This is an optimization exercise on Yosys and OpenROAD, whose aim is small area and a short achievable clock period, not a production implementation.
RTL that was checked went through simulation tests only; none was proved equivalent to the original.

Design sigma_delta_dac_3rdorder, start of the top module:
module sigma_delta_dac_3rdorder(
  input clk,
  input reset_n,
  input [15:0] d,
  output reg q
);
Size: ~530 cells after synthesis, roughly 73 flip-flops, about 5800 µm² of cells after synthesis.
export LEC_CHECK = 0
export CAP_MARGIN = 20
export CORE_MARGIN = 2
export CORE_UTILIZATION = 40
export SETUP_SLACK_MARGIN = 3.0
export SLEW_MARGIN = 20
create_clock -name core_clock -period 7.0 [get_ports {clk}]
run.sh (not shown) runs the stock make flow with config.mk's settings and CLKGATE_MAP_FILE= SYNTH_SCRIPT=/design/flow/synth_recipe.tcl, a recipe that flattens the netlist after the stock synthesis.
The starting point went through all stages and came out clean.
Edit:
--- a/flow/design.v
+++ b/flow/design.v
@@ -5,17 +5,16 @@
   output reg q
 );
 reg  [21:0] ao;
 reg  [23:0] lr;
 reg  [22:0] f;
 reg         nf23;   
 reg         s;      
-reg         na;     
 wire [23:0] l = lr ^ 24'd0;
-wire [21:0] a_in = { {5{na}}, d[15], ~d[15], d[14:0] };
+wire [21:0] a_in = { {5{nf23}}, d[15], ~d[15], d[14:0] };
 wire [21:0] a_sum_p = ao ^ a_in;
 wire [21:0] a_sum_g0 = ao & a_in;
 wire a_sum_G1 = a_sum_g0[1] | ((a_sum_p[1] & ao[0]) & a_in[0]);
 wire a_sum_G2 = a_sum_g0[3] | (a_sum_p[3] & a_sum_g0[2]);
 wire a_sum_P2 = a_sum_p[3] & a_sum_p[2];
 wire a_sum_G3 = a_sum_g0[5] | (a_sum_p[5] & a_sum_g0[4]);
 wire a_sum_P3 = a_sum_p[5] & a_sum_p[4];
@@ -363,19 +362,17 @@
 always @(negedge reset_n or posedge clk)
   if (!reset_n) begin
     ao   <= 22'h200000;
     lr   <= 24'd0;
     f    <= 23'd0;
     nf23 <= 1'b1;
     s    <= 1'b0;
-    na   <= 1'b1;
     q    <= 1'b0;
   end else begin
     ao   <= a_sum[21:0];
     lr   <= l_sum[23:0] ^ 24'd0;
     f    <= t[22:0];
     nf23 <= ~(t[23] ^ l_sum[23] ^ l_sum[24]);
     s    <= t[23] ^ l_sum[23] ^ l_sum[24];
-    na   <= (t[23] ^ l_sum[24]) ~^ l_sum[23];
-    q    <= na;
+    q    <= nf23;
   end
 endmodule
Effect: The changed run produced a clean layout. Cell area drops by 1.0%. Via count rose by about 1.4%. Routed wire length hardly moves. Critical path depth came out higher by 3. Clock skew hardly moves. Fmax came out lower by 4.7%. Register-to-register slack got worse by 0.19 ns. Die area came out lower by 3.3%. First-iteration DRC count came out higher by 43%. Global-route usage climbs by 1.7 points. Area after synthesis falls by about 3.5%.
No functional check of the RTL was part of any run of this note.

---

Setup of the reference run:
Another version of the RTL of sigma_delta_dac_3rdorder (not shown whole).
For scale: about 71 flip-flops, roughly 19 I/O pins, about 5600 um^2 of cells after synthesis.
Design sigma_delta_dac_3rdorder, start of the top module:
module sigma_delta_dac_3rdorder(
  input clk,
  input reset_n,
  input [15:0] d,
  output reg q
);
reg  [21:0] ao;
reg  [23:0] lr;
reg  [22:0] fr;
reg         nf23;
wire        s = ~nf23;
wire [23:0] l = lr ^ 24'd0;
wire [22:0] f = fr ^ 23'h7fe000;
wire [21:0] a_in = { {5{nf23}}, d[15], ~d[15], d[14:0] };
wire [21:0] a_sum_p = ao ^ a_in;
wire [21:0] a_sum_g0 = ao & a_in;
wire a_sum_G1 = a_sum_g0[1] | (a_sum_p[1] & a_sum_g0[0]);
wire a_sum_G2 = a_sum_g0[3] | (a_sum_p[3] & a_sum_g0[2]);
wire a_sum_P2 = a_sum_p[3] & a_sum_p[2];
wire a_sum_G3 = a_sum_g0[5] | (a_sum_p[5] & a_sum_g0[4]);
wire a_sum_P3 = a_sum_p[5] & a_sum_p[4];
wire a_sum_G4 = a_sum_g0[7] | (a_sum_p[7] & a_sum_g0[6]);
wire a_sum_P4 = a_sum_p[7] & a_sum_p[6];
wire a_sum_G5 = a_sum_g0[9] | (a_sum_p[9] & a_sum_g0[8]);
wire a_sum_P5 = a_sum_p[9] & a_sum_p[8];
wire a_sum_G6 = a_sum_g0[11] | (a_sum_p[11] & a_sum_g0[10]);
wire a_sum_P6 = a_sum_p[11] & a_sum_p[10];
wire a_sum_G7 = a_sum_g0[13] | (a_sum_p[13] & a_sum_g0[12]);
wire a_sum_P7 = a_sum_p[13] & a_sum_p[12];
wire a_sum_G8 = a_sum_g0[15] | (a_sum_p[15] & a_sum_g0[14]);
wire a_sum_P8 = a_sum_p[15] & a_sum_p[14];
wire a_sum_G9 = a_sum_g0[17] | (a_sum_p[17] & a_sum_g0[16]);
wire a_sum_P9 = a_sum_p[17] & a_sum_p[16];
wire a_sum_G10 = a_sum_g0[19] | (a_sum_p[19] & a_sum_g0[18]);
wire a_sum_P10 = a_sum_p[19] & a_sum_p[18];
wire a_sum_G11 = a_sum_g0[21] | (a_sum_p[21] & a_sum_g0[20]);
wire a_sum_P11 = a_sum_p[21] & a_sum_p[20];
wire a_sum_G12 = a_sum_g0[2] | (a_sum_p[2] & a_sum_G1);
wire a_sum_G13 = a_sum_G2 | (a_sum_P2 & a_sum_G1);
wire a_sum_G14 = a_sum_g0[6] | (a_sum_p[6] & a_sum_G3);
wire a_sum_P14 = a_sum_p[6] & a_sum_P3;
wire a_sum_G15 = a_sum_G4 | (a_sum_P4 & a_sum_G3);
wire a_sum_P15 = a_sum_P4 & a_sum_P3;
wire a_sum_G16 = a_sum_g0[10] | (a_sum_p[10] & a_sum_G5);
wire a_sum_P16 = a_sum_p[10] & a_sum_P5;
wire a_sum_G17 = a_sum_G6 | (a_sum_P6 & a_sum_G5);
wire a_sum_P17 = a_sum_P6 & a_sum_P5;
wire a_sum_G18 = a_sum_g0[14] | (a_sum_p[14] & a_sum_G7);
wire a_sum_P18 = a_sum_p[14] & a_sum_P7;
wire a_sum_G19 = a_sum_G8 | (a_sum_P8 & a_sum_G7);
wire a_sum_P19 = a_sum_P8 & a_sum_P7;
wire a_sum_G20 = a_sum_g0[18] | (a_sum_p[18] & a_sum_G9);
wire a_sum_P20 = a_sum_p[18] & a_sum_P9;
wire a_sum_G21 = a_sum_G10 | (a_sum_P10 & a_sum_G9);
wire a_sum_P21 = a_sum_P10 & a_sum_P9;
wire a_sum_G22 = a_sum_g0[4] | (a_sum_p[4] & a_sum_G13);
  ...
export LEC_CHECK = 0
export CAP_MARGIN = 20
export CORE_MARGIN = 2
export CORE_UTILIZATION = 60
export SETUP_SLACK_MARGIN = 3.6
export SLEW_MARGIN = 20
create_clock -name core_clock -period 7.0 [get_ports {clk}]
standard.sh (not shown) runs the stock make flow with config.mk's settings and CLKGATE_MAP_FILE= SYNTH_SCRIPT=/design/flow/synth_recipe.tcl, a recipe that flattens the netlist after the stock synthesis.
==> flow/flow/run.sh <==
#!/bin/bash
# The standard layout (standard.sh) with changes to how it is made:
#  - clock tree synthesis with its own options (below), without dummy loads;
#  - port buffers of the smallest buffer cell (every port still gets one);
#  - extra make settings: 
# Each tool's full output is in the ORFS logs under orfs/logs; make's own
# output is in standard.log.
bash standard.sh \
  "CTS_ARGS=-sink_clustering_enable -repair_clock_nets -buf_list sky130_fd_sc_hd__clkbuf_8 -dont_use_dummy_load" \
  "BUFFER_PORTS_ARGS=-buffer_cell sky130_fd_sc_hd__buf_1" \
   \
  finish > standard.log 2>&1
Input-level comparison between the trial run and the reference run:
-- flow/design.v --
<<< the reference run, line 8
reg  [23:0] lr;
reg  [22:0] fr;
reg         nf23;
wire        s = ~nf23;
wire [23:0] l = lr ^ 24'd0;
wire [22:0] f = fr ^ 23'h7fe000;
wire [21:0] a_in = { {5{nf23}}, d[15], ~d[15], d[14:0] };
wire [21:0] a_sum_p = ao ^ a_in;
wire [21:0] a_sum_g0 = ao & a_in;
>>> the trial run, line 8
reg  [23:0] lr;
reg  [22:0] fr;
reg         nf23;   
reg         s;      
reg         na;     
wire [23:0] l = lr ^ 24'd0;
wire [22:0] f = fr ^ 23'h7fe000;
wire [21:0] a_in = { {5{na}}, d[15], ~d[15], d[14:0] };
wire [21:0] a_sum_p = ao ^ a_in;
wire [21:0] a_sum_g0 = ao & a_in;
<<< the reference run, line 221
assign l_sum[23] = l_sum_p[23] ^ l_sum_G51;
assign l_sum[24] = l_sum_G52;
wire [4:0]  fh = { s, f[22:19] } + { nf23, nf23, nf23, nf23, 1'b1 };
wire [23:0] fc = { fh, f[18:0] };
wire [23:0] xs = { 1'b0, x[23:1] };
>>> the trial run, line 222
assign l_sum[23] = l_sum_p[23] ^ l_sum_G51;
assign l_sum[24] = l_sum_G52;
wire [4:0]  fh = { s, f[22:19] } + { ~s, ~s, ~s, ~s, 1'b1 };
wire [23:0] fc = { fh, f[18:0] };
wire [23:0] xs = { 1'b0, x[23:1] };
<<< the reference run, line 343
    fr   <= 23'h7fe000;
    nf23 <= 1'b1;
    q    <= 1'b0;
  end else begin
>>> the trial run, line 344
    fr   <= 23'h7fe000;
    nf23 <= 1'b1;
    s    <= 1'b0;
    na   <= 1'b1;
    q    <= 1'b0;
  end else begin
<<< the reference run, line 349
    fr   <= t[22:0] ^ 23'h7fe000;
    nf23 <= ~(t[23] ^ l_sum[23] ^ l_sum[24]);
    q    <= nf23;
  end
endmodule
>>> the trial run, line 352
    fr   <= t[22:0] ^ 23'h7fe000;
    nf23 <= ~(t[23] ^ l_sum[23] ^ l_sum[24]);
    s    <= t[23] ^ l_sum[23] ^ l_sum[24];
    na   <= (t[23] ^ l_sum[24]) ~^ l_sum[23];
    q    <= na;
  end
endmodule
## What came out
The trial run: all stages complete, timing, DRC and antenna checks passed
Compared with the reference run, the trial run shows a lower final hold slack.
Summary of the trial run over the reference run: first-pass GRT wire length rose by 0.85%; clock network contribution to total cell area closely matched the old numbers; critical-path maximum fanout now sits lower.
The trial run: final worst setup slack lower than the reference run
The lower maximum frequency came out of the trial run.
Critical path endpoint = fr[17]$_DFF_PN1_: the reference run; critical path endpoint = s$_DFF_PN0_: the trial run
The RTL of the trial run was laid out without a check of its function.

-- port drivers added, routing unchanged --
In the flow no input, the clock included, has a driving cell. The finished layouts below were timed again as built, in two steps. Step 1 sets driving cells, clkbuf_16 on the clock port and buf_2 on the other inputs (assumed; they add their load-dependent delay and slew). Step 2 moves the port delays by t, midway between the first and last clock arrival at a register: inputs arrive t later, outputs are due t later. That takes back most of the time a late clock gives input paths. Slacks: ideal ports / drivers / drivers and shift; pairs: ideal ports / drivers.
run	t, ns	setup WS [ns]	hold slack, ns	worst setup path after step 2	pins driven straight from the clock port
the first run of note 1	0.383	3.129 / 3.129 / 2.845	0.462 / 0.462 / 0.462	input to register	1
the second run of note 1	0.385	2.937 / 2.937 / 2.810	0.533 / 0.533 / 0.533	input to register	1
the reference run	0.376	3.591 / 3.591 / 3.356	0.549 / 0.549 / 0.549	input to register	1
the trial run	0.364	3.200 / 3.200 / 3.200	0.480 / 0.480 / 0.480	register to register	1
After both steps setup and hold are still met in every run listed. For the first run of note 1, which loses most, drivers alone change the setup slack by 0.000 ns; drivers and shift together by -0.284 ns.
